This is an optimization exercise on Yosys and OpenROAD, whose aim is small area, a short achievable clock period and few clock cycles, not a production implementation. Function not checked in this run: the RTL went through the layout flow alone. Power and IR drop assume default switching activity.

==> flow/config.mk <==
export PLATFORM = sky130hd
export DESIGN_NAME = Conv
export DESIGN_NICKNAME = Conv
export VERILOG_FILES = /design/flow/design.v
export SDC_FILE = /design/flow/constraint.sdc
export NUM_CORES = 4
export LEC_CHECK = 0
export CAP_MARGIN = 20
export CORE_MARGIN = 2
export CORE_UTILIZATION = 40
export SLEW_MARGIN = 20
==> flow/constraint.sdc <==
create_clock -name core_clock -period 6.0 [get_ports {clk}]
set_input_delay 1.2000 -clock core_clock [delete_from_list [all_inputs] [get_ports {clk}]]
set_output_delay 1.2000 -clock core_clock [all_outputs]
set_load 0.01 [all_outputs]
==> flow/design.v <==
module Conv(
  clk,
  rst_n,
  image_valid,
  filter_valid,
  in_data,
  out_valid,
  out_data
);
input clk,rst_n,image_valid,filter_valid;
input [2:0] in_data;
output [8:0] out_data;
output logic out_valid;
logic [2:0] f [0:8];     
logic [2:0] q [0:16];    
logic [5:0] cnt;         
logic [8:0] U1_s, U1_c;
logic [8:0] S_s, S_c;
logic [8:0] C;          
logic [8:0] M0, M1, M2;  
logic v0, v1;            
logic [5:0] pos1;        
wire u1_1 = (f[0][0] & q[16][0]) ^ (f[1][0] & q[15][0]) ^ (f[2][0] & q[14][0]);
wire u1_2 = ((f[0][0] & q[16][0]) & (f[1][0] & q[15][0])) | ((f[2][0] & q[14][0]) & ((f[0][0] & q[16][0]) ^ (f[1][0] & q[15][0])));
wire u1_3 = (f[3][0] & q[8][0]) ^ (f[4][0] & q[7][0]) ^ (f[5][0] & q[6][0]);
wire u1_4 = ((f[3][0] & q[8][0]) & (f[4][0] & q[7][0])) | ((f[5][0] & q[6][0]) & ((f[3][0] & q[8][0]) ^ (f[4][0] & q[7][0])));
wire u1_5 = (f[0][0] & q[16][1]) ^ (f[0][1] & q[16][0]) ^ (f[1][0] & q[15][1]);
wire u1_6 = ((f[0][0] & q[16][1]) & (f[0][1] & q[16][0])) | ((f[1][0] & q[15][1]) & ((f[0][0] & q[16][1]) ^ (f[0][1] & q[16][0])));
wire u1_7 = (f[1][1] & q[15][0]) ^ (f[2][0] & q[14][1]) ^ (f[2][1] & q[14][0]);
wire u1_8 = ((f[1][1] & q[15][0]) & (f[2][0] & q[14][1])) | ((f[2][1] & q[14][0]) & ((f[1][1] & q[15][0]) ^ (f[2][0] & q[14][1])));
wire u1_9 = (f[3][0] & q[8][1]) ^ (f[3][1] & q[8][0]) ^ (f[4][0] & q[7][1]);
wire u1_10 = ((f[3][0] & q[8][1]) & (f[3][1] & q[8][0])) | ((f[4][0] & q[7][1]) & ((f[3][0] & q[8][1]) ^ (f[3][1] & q[8][0])));
wire u1_11 = (f[4][1] & q[7][0]) ^ (f[5][0] & q[6][1]) ^ (f[5][1] & q[6][0]);
wire u1_12 = ((f[4][1] & q[7][0]) & (f[5][0] & q[6][1])) | ((f[5][1] & q[6][0]) & ((f[4][1] & q[7][0]) ^ (f[5][0] & q[6][1])));
wire u1_13 = u1_2 ^ u1_4 ^ u1_11;
wire u1_14 = (u1_2 & u1_4) | (u1_11 & (u1_2 ^ u1_4));
wire u1_15 = u1_5 ^ u1_7 ^ u1_9;
wire u1_16 = (u1_5 & u1_7) | (u1_9 & (u1_5 ^ u1_7));
wire u1_17 = (f[0][0] & q[16][2]) ^ (f[0][1] & q[16][1]) ^ (f[0][2] & q[16][0]);
wire u1_18 = ((f[0][0] & q[16][2]) & (f[0][1] & q[16][1])) | ((f[0][2] & q[16][0]) & ((f[0][0] & q[16][2]) ^ (f[0][1] & q[16][1])));
wire u1_19 = (f[1][0] & q[15][2]) ^ (f[1][1] & q[15][1]) ^ (f[1][2] & q[15][0]);
wire u1_20 = ((f[1][0] & q[15][2]) & (f[1][1] & q[15][1])) | ((f[1][2] & q[15][0]) & ((f[1][0] & q[15][2]) ^ (f[1][1] & q[15][1])));
wire u1_21 = (f[2][0] & q[14][2]) ^ (f[2][1] & q[14][1]) ^ (f[2][2] & q[14][0]);
wire u1_22 = ((f[2][0] & q[14][2]) & (f[2][1] & q[14][1])) | ((f[2][2] & q[14][0]) & ((f[2][0] & q[14][2]) ^ (f[2][1] & q[14][1])));
wire u1_23 = (f[3][0] & q[8][2]) ^ (f[3][1] & q[8][1]) ^ (f[3][2] & q[8][0]);
wire u1_24 = ((f[3][0] & q[8][2]) & (f[3][1] & q[8][1])) | ((f[3][2] & q[8][0]) & ((f[3][0] & q[8][2]) ^ (f[3][1] & q[8][1])));
wire u1_25 = (f[4][0] & q[7][2]) ^ (f[4][1] & q[7][1]) ^ (f[4][2] & q[7][0]);
wire u1_26 = ((f[4][0] & q[7][2]) & (f[4][1] & q[7][1])) | ((f[4][2] & q[7][0]) & ((f[4][0] & q[7][2]) ^ (f[4][1] & q[7][1])));
wire u1_27 = (f[5][0] & q[6][2]) ^ (f[5][1] & q[6][1]) ^ (f[5][2] & q[6][0]);
wire u1_28 = ((f[5][0] & q[6][2]) & (f[5][1] & q[6][1])) | ((f[5][2] & q[6][0]) & ((f[5][0] & q[6][2]) ^ (f[5][1] & q[6][1])));
wire u1_29 = u1_10 ^ u1_12 ^ u1_6;
wire u1_30 = (u1_10 & u1_12) | (u1_6 & (u1_10 ^ u1_12));
wire u1_31 = u1_8 ^ u1_17 ^ u1_19;
wire u1_32 = (u1_8 & u1_17) | (u1_19 & (u1_8 ^ u1_17));
wire u1_33 = u1_21 ^ u1_23 ^ u1_25;
wire u1_34 = (u1_21 & u1_23) | (u1_25 & (u1_21 ^ u1_23));
wire u1_35 = u1_27 ^ u1_14 ^ u1_16;
wire u1_36 = (u1_27 & u1_14) | (u1_16 & (u1_27 ^ u1_14));
wire u1_37 = u1_29 ^ u1_31 ^ u1_33;
wire u1_38 = (u1_29 & u1_31) | (u1_33 & (u1_29 ^ u1_31));
wire u1_39 = (f[0][1] & q[16][2]) ^ (f[0][2] & q[16][1]) ^ (f[1][1] & q[15][2]);
wire u1_40 = ((f[0][1] & q[16][2]) & (f[0][2] & q[16][1])) | ((f[1][1] & q[15][2]) & ((f[0][1] & q[16][2]) ^ (f[0][2] & q[16][1])));
wire u1_41 = (f[1][2] & q[15][1]) ^ (f[2][1] & q[14][2]) ^ (f[2][2] & q[14][1]);
wire u1_42 = ((f[1][2] & q[15][1]) & (f[2][1] & q[14][2])) | ((f[2][2] & q[14][1]) & ((f[1][2] & q[15][1]) ^ (f[2][1] & q[14][2])));
wire u1_43 = (f[3][1] & q[8][2]) ^ (f[3][2] & q[8][1]) ^ (f[4][1] & q[7][2]);
wire u1_44 = ((f[3][1] & q[8][2]) & (f[3][2] & q[8][1])) | ((f[4][1] & q[7][2]) & ((f[3][1] & q[8][2]) ^ (f[3][2] & q[8][1])));
wire u1_45 = (f[4][2] & q[7][1]) ^ (f[5][1] & q[6][2]) ^ (f[5][2] & q[6][1]);
wire u1_46 = ((f[4][2] & q[7][1]) & (f[5][1] & q[6][2])) | ((f[5][2] & q[6][1]) & ((f[4][2] & q[7][1]) ^ (f[5][1] & q[6][2])));
wire u1_47 = u1_18 ^ u1_20 ^ u1_22;
wire u1_48 = (u1_18 & u1_20) | (u1_22 & (u1_18 ^ u1_20));
wire u1_49 = u1_24 ^ u1_26 ^ u1_28;
wire u1_50 = (u1_24 & u1_26) | (u1_28 & (u1_24 ^ u1_26));
wire u1_51 = u1_39 ^ u1_41 ^ u1_43;
wire u1_52 = (u1_39 & u1_41) | (u1_43 & (u1_39 ^ u1_41));
wire u1_53 = u1_45 ^ u1_30 ^ u1_32;
wire u1_54 = (u1_45 & u1_30) | (u1_32 & (u1_45 ^ u1_30));
wire u1_55 = u1_34 ^ u1_47 ^ u1_49;
wire u1_56 = (u1_34 & u1_47) | (u1_49 & (u1_34 ^ u1_47));
wire u1_57 = u1_51 ^ u1_36 ^ u1_38;
wire u1_58 = (u1_51 & u1_36) | (u1_38 & (u1_51 ^ u1_36));
wire u1_59 = u1_53 ^ u1_55 ^ u1_57;
wire u1_60 = (u1_53 & u1_55) | (u1_57 & (u1_53 ^ u1_55));
wire u1_61 = (f[0][2] & q[16][2]) ^ (f[1][2] & q[15][2]) ^ (f[2][2] & q[14][2]);
wire u1_62 = ((f[0][2] & q[16][2]) & (f[1][2] & q[15][2])) | ((f[2][2] & q[14][2]) & ((f[0][2] & q[16][2]) ^ (f[1][2] & q[15][2])));
wire u1_63 = (f[3][2] & q[8][2]) ^ (f[4][2] & q[7][2]) ^ (f[5][2] & q[6][2]);
wire u1_64 = ((f[3][2] & q[8][2]) & (f[4][2] & q[7][2])) | ((f[5][2] & q[6][2]) & ((f[3][2] & q[8][2]) ^ (f[4][2] & q[7][2])));
wire u1_65 = u1_40 ^ u1_42 ^ u1_44;
wire u1_66 = (u1_40 & u1_42) | (u1_44 & (u1_40 ^ u1_42));
wire u1_67 = u1_46 ^ u1_61 ^ u1_63;
wire u1_68 = (u1_46 & u1_61) | (u1_63 & (u1_46 ^ u1_61));
wire u1_69 = u1_48 ^ u1_50 ^ u1_52;
wire u1_70 = (u1_48 & u1_50) | (u1_52 & (u1_48 ^ u1_50));
wire u1_71 = u1_65 ^ u1_67 ^ u1_54;
wire u1_72 = (u1_65 & u1_67) | (u1_54 & (u1_65 ^ u1_67));
wire u1_73 = u1_56 ^ u1_69 ^ u1_71;
wire u1_74 = (u1_56 & u1_69) | (u1_71 & (u1_56 ^ u1_69));
wire u1_75 = u1_58 ^ u1_73 ^ u1_60;
wire u1_76 = (u1_58 & u1_73) | (u1_60 & (u1_58 ^ u1_73));
wire u1_77 = u1_62 ^ u1_64 ^ u1_66;
wire u1_78 = (u1_62 & u1_64) | (u1_66 & (u1_62 ^ u1_64));
wire u1_79 = u1_68 ^ u1_70 ^ u1_77;
wire u1_80 = (u1_68 & u1_70) | (u1_77 & (u1_68 ^ u1_70));
wire u1_81 = u1_72 ^ u1_79 ^ u1_74;
wire u1_82 = (u1_72 & u1_79) | (u1_74 & (u1_72 ^ u1_79));
wire u1_83 = u1_78 ^ u1_80 ^ u1_82;
wire u1_84 = (u1_78 & u1_80) | (u1_82 & (u1_78 ^ u1_80));
wire [8:0] u1_a = {1'b0, u1_84, u1_83, u1_81, u1_75, u1_59, u1_35, u1_13, u1_1};
wire [8:0] u1_b = {1'b0, 1'b0, 1'b0, u1_76, 1'b0, 1'b0, u1_37, u1_15, u1_3};
wire s_1 = U1_c[0] ^ U1_s[0] ^ (f[6][0] & q[1][0]);
wire s_2 = (U1_c[0] & U1_s[0]) | ((f[6][0] & q[1][0]) & (U1_c[0] ^ U1_s[0]));
wire s_3 = U1_c[1] ^ U1_s[1] ^ (f[6][0] & q[1][1]);
wire s_4 = (U1_c[1] & U1_s[1]) | ((f[6][0] & q[1][1]) & (U1_c[1] ^ U1_s[1]));
wire s_5 = (f[6][1] & q[1][0]) ^ (f[7][0] & q[0][1]) ^ (f[7][1] & q[0][0]);
wire s_6 = ((f[6][1] & q[1][0]) & (f[7][0] & q[0][1])) | ((f[7][1] & q[0][0]) & ((f[6][1] & q[1][0]) ^ (f[7][0] & q[0][1])));
wire s_7 = s_2 ^ s_3 ^ s_5;
wire s_8 = (s_2 & s_3) | (s_5 & (s_2 ^ s_3));
wire s_9 = U1_c[2] ^ U1_s[2] ^ (f[6][0] & q[1][2]);
wire s_10 = (U1_c[2] & U1_s[2]) | ((f[6][0] & q[1][2]) & (U1_c[2] ^ U1_s[2]));
wire s_11 = (f[6][1] & q[1][1]) ^ (f[6][2] & q[1][0]) ^ (f[7][0] & q[0][2]);
wire s_12 = ((f[6][1] & q[1][1]) & (f[6][2] & q[1][0])) | ((f[7][0] & q[0][2]) & ((f[6][1] & q[1][1]) ^ (f[6][2] & q[1][0])));
wire s_13 = (f[7][1] & q[0][1]) ^ (f[7][2] & q[0][0]) ^ s_4;
wire s_14 = ((f[7][1] & q[0][1]) & (f[7][2] & q[0][0])) | (s_4 & ((f[7][1] & q[0][1]) ^ (f[7][2] & q[0][0])));
wire s_15 = s_6 ^ s_11 ^ s_9;
wire s_16 = (s_6 & s_11) | (s_9 & (s_6 ^ s_11));
wire s_17 = s_13 ^ s_8 ^ s_15;
wire s_18 = (s_13 & s_8) | (s_15 & (s_13 ^ s_8));
wire s_19 = U1_c[3] ^ U1_s[3] ^ (f[6][1] & q[1][2]);
wire s_20 = (U1_c[3] & U1_s[3]) | ((f[6][1] & q[1][2]) & (U1_c[3] ^ U1_s[3]));
wire s_21 = (f[6][2] & q[1][1]) ^ (f[7][1] & q[0][2]) ^ (f[7][2] & q[0][1]);
wire s_22 = ((f[6][2] & q[1][1]) & (f[7][1] & q[0][2])) | ((f[7][2] & q[0][1]) & ((f[6][2] & q[1][1]) ^ (f[7][1] & q[0][2])));
wire s_23 = s_10 ^ s_12 ^ s_19;
wire s_24 = (s_10 & s_12) | (s_19 & (s_10 ^ s_12));
wire s_25 = s_21 ^ s_14 ^ s_16;
wire s_26 = (s_21 & s_14) | (s_16 & (s_21 ^ s_14));
wire s_27 = s_23 ^ s_18 ^ s_25;
wire s_28 = (s_23 & s_18) | (s_25 & (s_23 ^ s_18));
wire s_29 = U1_c[4] ^ U1_s[4] ^ (f[6][2] & q[1][2]);
wire s_30 = (U1_c[4] & U1_s[4]) | ((f[6][2] & q[1][2]) & (U1_c[4] ^ U1_s[4]));
wire s_31 = (f[7][2] & q[0][2]) ^ s_20 ^ s_22;
wire s_32 = ((f[7][2] & q[0][2]) & s_20) | (s_22 & ((f[7][2] & q[0][2]) ^ s_20));
wire s_33 = s_29 ^ s_24 ^ s_31;
wire s_34 = (s_29 & s_24) | (s_31 & (s_29 ^ s_24));
wire s_35 = s_26 ^ s_33 ^ s_28;
wire s_36 = (s_26 & s_33) | (s_28 & (s_26 ^ s_33));
wire s_37 = U1_c[5] ^ U1_s[5] ^ s_30;
wire s_38 = (U1_c[5] & U1_s[5]) | (s_30 & (U1_c[5] ^ U1_s[5]));
wire s_39 = s_32 ^ s_37 ^ s_34;
wire s_40 = (s_32 & s_37) | (s_34 & (s_32 ^ s_37));
wire s_41 = U1_c[6] ^ U1_s[6] ^ s_38;
wire s_42 = (U1_c[6] & U1_s[6]) | (s_38 & (U1_c[6] ^ U1_s[6]));
wire s_43 = U1_c[7] ^ U1_s[7] ^ s_42;
wire s_44 = (U1_c[7] & U1_s[7]) | (s_42 & (U1_c[7] ^ U1_s[7]));
wire s_45 = U1_c[8] ^ U1_s[8] ^ s_44;
wire s_46 = (U1_c[8] & U1_s[8]) | (s_44 & (U1_c[8] ^ U1_s[8]));
wire [8:0] s_a = {s_45, s_43, s_41, s_39, s_35, s_27, s_17, s_7, (f[7][0] & q[0][0])};
wire [8:0] s_b = {1'b0, 1'b0, s_40, s_36, 1'b0, 1'b0, 1'b0, 1'b0, s_1};
wire c_1 = S_c[0] ^ S_s[0] ^ (f[8][0] & q[0][0]);
wire c_2 = (S_c[0] & S_s[0]) | ((f[8][0] & q[0][0]) & (S_c[0] ^ S_s[0]));
wire c_3 = S_c[1] ^ S_s[1] ^ (f[8][0] & q[0][1]);
wire c_4 = (S_c[1] & S_s[1]) | ((f[8][0] & q[0][1]) & (S_c[1] ^ S_s[1]));
wire c_5 = (f[8][1] & q[0][0]) ^ c_2 ^ c_3;
wire c_6 = ((f[8][1] & q[0][0]) & c_2) | (c_3 & ((f[8][1] & q[0][0]) ^ c_2));
wire c_7 = S_c[2] ^ S_s[2] ^ (f[8][0] & q[0][2]);
wire c_8 = (S_c[2] & S_s[2]) | ((f[8][0] & q[0][2]) & (S_c[2] ^ S_s[2]));
wire c_9 = (f[8][1] & q[0][1]) ^ (f[8][2] & q[0][0]) ^ c_4;
wire c_10 = ((f[8][1] & q[0][1]) & (f[8][2] & q[0][0])) | (c_4 & ((f[8][1] & q[0][1]) ^ (f[8][2] & q[0][0])));
wire c_11 = c_7 ^ c_6 ^ c_9;
wire c_12 = (c_7 & c_6) | (c_9 & (c_7 ^ c_6));
wire c_13 = S_c[3] ^ S_s[3] ^ (f[8][1] & q[0][2]);
wire c_14 = (S_c[3] & S_s[3]) | ((f[8][1] & q[0][2]) & (S_c[3] ^ S_s[3]));
wire c_15 = (f[8][2] & q[0][1]) ^ c_8 ^ c_13;
wire c_16 = ((f[8][2] & q[0][1]) & c_8) | (c_13 & ((f[8][2] & q[0][1]) ^ c_8));
wire c_17 = c_10 ^ c_15 ^ c_12;
wire c_18 = (c_10 & c_15) | (c_12 & (c_10 ^ c_15));
wire c_19 = S_c[4] ^ S_s[4] ^ (f[8][2] & q[0][2]);
wire c_20 = (S_c[4] & S_s[4]) | ((f[8][2] & q[0][2]) & (S_c[4] ^ S_s[4]));
wire c_21 = c_14 ^ c_19 ^ c_16;
wire c_22 = (c_14 & c_19) | (c_16 & (c_14 ^ c_19));
wire c_23 = S_c[5] ^ S_s[5] ^ c_20;
wire c_24 = (S_c[5] & S_s[5]) | (c_20 & (S_c[5] ^ S_s[5]));
wire c_25 = S_c[6] ^ S_s[6] ^ c_24;
wire c_26 = (S_c[6] & S_s[6]) | (c_24 & (S_c[6] ^ S_s[6]));
wire c_27 = S_c[7] ^ S_s[7] ^ c_26;
wire c_28 = (S_c[7] & S_s[7]) | (c_26 & (S_c[7] ^ S_s[7]));
wire c_29 = S_c[8] ^ S_s[8] ^ c_28;
wire c_30 = (S_c[8] & S_s[8]) | (c_28 & (S_c[8] ^ S_s[8]));
wire [8:0] c_a = {c_29, c_27, c_25, c_23, c_21, c_17, c_11, c_5, c_1};
wire [8:0] c_b = {1'b0, 1'b0, 1'b0, c_22, c_18, 1'b0, 1'b0, 1'b0, 1'b0};
always_ff @(posedge clk) begin
  if (filter_valid) begin
    for (int k = 0; k < 8; k++) f[k] <= f[k+1];
    f[8] <= in_data;
  end
  if (image_valid) begin
    q[0] <= in_data;
    for (int k = 1; k < 17; k++) q[k] <= q[k-1];
    U1_s <= u1_a;
    U1_c <= u1_b;
    S_s <= s_a;
    S_c <= s_b;
  end
  C <= c_a + c_b;
  pos1 <= cnt;
end
wire [2:0] cc = pos1[2:0];
wire codd  = ~cc[0];                            
wire rodd  = pos1[3] ^ (cc == 3'd0);            
wire first = ~rodd & ~codd;
wire last  = rodd & codd;
logic [8:0] mx;
always_comb mx = (C > M0) ? C : M0;
always_ff @(posedge clk) begin
  if (v1) begin
    if (codd) begin
      M0 <= M1;
      M1 <= M2;
      M2 <= mx;
    end else begin
      M0 <= first ? C : mx;
    end
  end
end
assign out_data = M2;
wire [2:0] row = cnt[5:3];
wire [2:0] col = cnt[2:0];
always_ff @(posedge clk or negedge rst_n) begin
  if (!rst_n) begin
    cnt <= 0;
    v0 <= 0;
    v1 <= 0;
    out_valid <= 0;
  end else begin
    if (image_valid) cnt <= cnt + 1;
    v0 <= image_valid & (row[2] | row[1]) & (col[2] | col[1]);
    v1 <= v0;
    out_valid <= v1 & last;
  end
end
endmodule
==> flow/run.sh <==
#!/bin/bash
# synth_recipe.tcl (not shown) runs the flow's synth.tcl, then flattens the netlist and writes it again
# the make line also repeats each setting of config.mk as NAME=value (left out here)
make -C /OpenROAD-flow-scripts/flow DESIGN_CONFIG=/design/flow/config.mk WORK_HOME=/design/flow/orfs CLKGATE_MAP_FILE= SYNTH_SCRIPT=/design/flow/synth_recipe.tcl finish
==> key figures <==
Detailed routing
  • DRT met1 WL: 5.36 mm
  • Routed length per instance: 15.1 um
  • Drt via density: 4.60
  • # DRC: 0
  • DR WL met2: 5.80 mm
  • DRT Pass-1 Iters: 4
  • Highest Signal Layer: met4
  • Vias: 3529
  • Detail Route Antenna Nets: 0
  • Initial DRC Count: 205
  • Drt total wl: 11.6 mm
  • DR WL met3: 374 um

Logic synthesis
  • FFs w/ async S/R, synth: 0.0596
  • Cell accounting for the most synthesized area: edfxtp_1
  • Mapped Cells: 492
  • Ranking of synthesized cells by area: edfxtp_1 52%, fa_1 19%, inv_1 4.2%
  • Synth cell types: 28
  • Synth warn: 3
  • Main synth FF type: edfxtp_1
  • FF+latch count, synth: 151
  • Register area share after synthesis: 0.590
  • Area fraction of the dominant cell type after synthesis: 0.524
  • Post-Syn Nets: 590
  • Netlist Area Pre-Place: 0.00739 mm^2
  • EDFF count, synth: 129
  • Syn_area_per_cell: 15.0 um^2

STA
  • Final period util: 0.674
  • Final slew viol count: 0
  • FMAX: 247 MHz
  • Clock Skews: 0.00889 ns
  • Hold Fails Final Rpt: 0
  • Final TNS setup: 0 ns
  • Min Clock Period, post-route: 4.05 ns
  • Unrepaired setup endpoints after global routing: false
  • Setup violators final: 0
  • Slew margin rel.: 0.558
  • Worst Tran Pin Value: 0.663 ns

Die
  • Core footprint: 0.0180 mm^2
  • Initial Utilization: 0.410
  • # IOs: 17
  • Die footprint: 0.0196 mm^2
  • Std cell rows: 49
  • Die X-Extent: 140 um
  • Die Span Y: 140 um

Global routing
  • Pin count of the biggest net entering global routing: 54
  • Total grt overflow: 0
  • Initial antenna violation count: 0
  • Vias in the first global route: 3879
  • GR Util All Layers: 0.132
  • Wire length of the first global-routing pass: 19.8 mm

Layout
  • Total Nets Final: 624
  • Final Cell Area: 0.00843 mm^2
  • Finished Layout Cells: 768
  • Ant diodes: 0
  • Proportion of layout cells with a drive suffix above 1: 0.0946
  • Area growth from synthesis to layout: 14.0%

Place
  • Hpwl dp: 8.34 mm
  • Port buffer count: 16
  • Routability cong.: 0.837
  • Dpl cells: 736
  • DP Area: 0.00784 mm^2

CTS
  • Post-CTS Setup Bufs: 0
  • CTS Hold Bufs: 0
  • Clk slew on worst S/H paths: 0.06 ns
  • Number of CTS-inserted buffers: 17
  • Post-CTS Resized: 0
  • Root Buffer: clkbuf_16
  • Clk latency of the worst-skew pair: 0.42 ns
  • CTS H-tree lvls: 4
  • CTS sink count: 151
  • CTS tree: done
  • Max Root-Sink Buffers: 2

Worst setup path
  • Data required, critical path: 6.15 ns
  • R2r setup slk: 1.95 ns
  • Reg2reg start: f[0][0]$_DFFE_PP_
  • FF-to-FF path depth: 10
  • Arrival time worst endpoint: 4.20 ns
  • Critical path launch point: f[0][0]$_DFFE_PP_
  • Startpoint types: flop
  • Crit path max fanout: 3
  • R2R Path End: U1_s[6]$_DFFE_PP_
  • Setup crit end kind: flop
  • CP Class: reg2reg

Min path
  • Cell depth of the worst hold path: 0
  • Hold Path Sink: v1$_DFF_PN0_
  • Worst Hold Class: reg2reg
  • Origin of the worst min-delay path: v0$_DFF_PN0_

Outcome
  • Status: complete, no violations

Power
  • Worst vdd ir: 310 uV
  • Leakage: 0.00341 uW
  • PwrDens: 454 mW/mm^2

Flow run
  • Max Cap Violations: 0
## cell families (layout without fill, tap and decap cells)
| kind of cell | count (synthesis) | count (layout) | synth area share |
|---|---|---|---|
| AO/OA/AOI/OAI | 25 | 25 | 0.0210 |
| XOR/XNOR | 9 | 9 | 0.0107 |
| adder cells (fa/ha/maj) | 91 | 91 | 0.225 |
| buffers and inverters | 86 | 133 | 0.0447 |
| flip-flops | 151 | 151 | 0.590 |
| multiplexers | 23 | 23 | 0.0344 |
| AND/OR/NAND/NOR | 107 | 107 | 0.0745 |
## through the flow
| stage | power, uW | hold WS, ns | setup WS, ns | util |
|---|---|---|---|---|
| 6_report | 3830 | 0.348 | 1.95 | 0.468 |
| 5_1_grt | 4140 | 0.357 | 1.83 | 0.468 |
| 4_1_cts | 3890 | 0.350 | 1.96 | 0.468 |
| 3_5_place_dp | 2810 | 0.338 | 1.97 | 0.435 |
| 3_3_place_gp | 2750 | 0.336 | 2.07 | 0.435 |
| 2_1_floorplan | 2490 | 0.331 | 2.20 | - |
## report_power, final
part / switching, uW / internal [uW] / total (uW) / leakage, uW
sequential: 172 / 1480 / 1650 / 0.00147
clock: 434 / 622 / 1060 / 0.000289
combinational: 571 / 546 / 1120 / 0.00165
## cell usage in the layout (no fill, tap or decap)
master           synthesis  layout
edfxtp_1               129     129
inv_1                   82      82
fa_1                    70      70
and2_1                  47      47
nand2_1                 40      40
ha_1                    21      21
a21oi_1                 17      17
clkbuf_16                0      17
clkdlybuf4s50_1          0      15
mux2_2                  14      14
dfxtp_1                 13      13
dfrtp_1                  9       9
nor2_1                   8       8
nor2b_1                  6       6
xnor2_1                  5       5
mux2_1                   5       5
xor2_1                   4       4
nand4_1                  4       4
mux2i_1                  4       4
buf_4                    0       4
inv_6                    0       3
inv_8                    0       3
clkinv_4                 0       3
o21ai_0                  2       2
bufinv_16                0       2
clkinv_1                 0       2
nand3b_1                 1       1
o221a_2                  1       1
or3_1                    1       1
a21boi_0                 1       1
o21a_1                   1       1
o21a_2                   1       1
o221ai_1                 1       1
o21ai_4                  1       1
clkinv_2                 0       1
clkinvlp_4               0       1
## critical path, cell delays in order, from the launching register on
cell and delay, ns:
edfxtp_1 0.42, and2_1 0.20, fa_1 0.52, fa_1 0.45, fa_1 0.40, fa_1 0.49, inv_1 0.05, fa_1 0.39
fa_1 0.39, inv_1 0.08, fa_1 0.40
## sequential cells by signal, indices dropped and copies added (netlist names)
| name | cells |
|---|---|
| M1 | 9 |
| q | 51 |
| M2 | 9 |
| cnt | 6 |
| S_s | 9 |
| f | 27 |
| S_c | 3 |
| M0 | 9 |
| C | 9 |
| U1_s | 8 |
| pos1 | 4 |
| v1 | 1 |
| out_valid | 1 |
| U1_c | 4 |
| v0 | 1 |
## final cells by class
type / count / area, um^2
Fill cell: 1610 / 9600
Sequential cell: 151 / 4360
Multi-Input combinational cell: 255 / 2700
Clock buffer: 17 / 425
Inverter: 82 / 308
Tap cell: 229 / 287
Timing Repair Buffer: 19 / 180
Clock inverter: 15 / 166
## worst max-delay path by stage
stage / endpoint / cells after the start
CTS: U1_s[6]$_DFFE_PP_ / 10
global placement: U1_s[6]$_DFFE_PP_ / 10
floorplan: U1_s[6]$_DFFE_PP_ / 10
finish: U1_s[6]$_DFFE_PP_ / 10
detailed placement: U1_s[6]$_DFFE_PP_ / 10
global route: U1_s[6]$_DFFE_PP_ / 10
## synth_stat cells, types with 2 or more instances
master / n
xnor2_1: 5
and2_1: 47
o21ai_0: 2
dfxtp_1: 13
dfrtp_1: 9
nand4_1: 4
a21oi_1: 17
ha_1: 21
xor2_1: 4
mux2i_1: 4
clkbuf_1: 3
nor2b_1: 6
inv_1: 82
mux2_2: 14
mux2_1: 5
nor2_1: 8
nand2_1: 40
edfxtp_1: 129
fa_1: 70
## per-layer routing
layer | track usage | vias to the layer above
met5 | 0 | -
met4 | 0.0311 | 0
met3 | 0.0424 | 9
met2 | 0.213 | 42
met1 | 0.176 | 1785
li1 | - | 1693

-- what the ideal ports hide --
How much do the figures lean on ideal ports? The routed layout below was timed once more, with nothing changed but the port constraints. Step 1, drivers: a clkbuf_16 drives clk and a buf_2 each remaining input, both assumed. Step 2 times the ports against the registers' clock, not the clock port: input delays grow and output delays shrink by t, the midpoint of the rising clock arrivals with the driver on. Three values: no drivers, after step 1, after step 2; two values: the first two.
shift t [ns]: 0.452
slack for setup (ns): 1.954 / 1.954 / 1.954
latest minus earliest clock arrival (ns): 0.008 / 0.009
worst register clock-pin slew, ns: 0.07 / 0.07
pins driven straight from the clock port: 1
After both steps this run still meets setup and hold. The setup slack of this run moves by 0.000 ns with the drivers and by 0.000 ns with both steps.
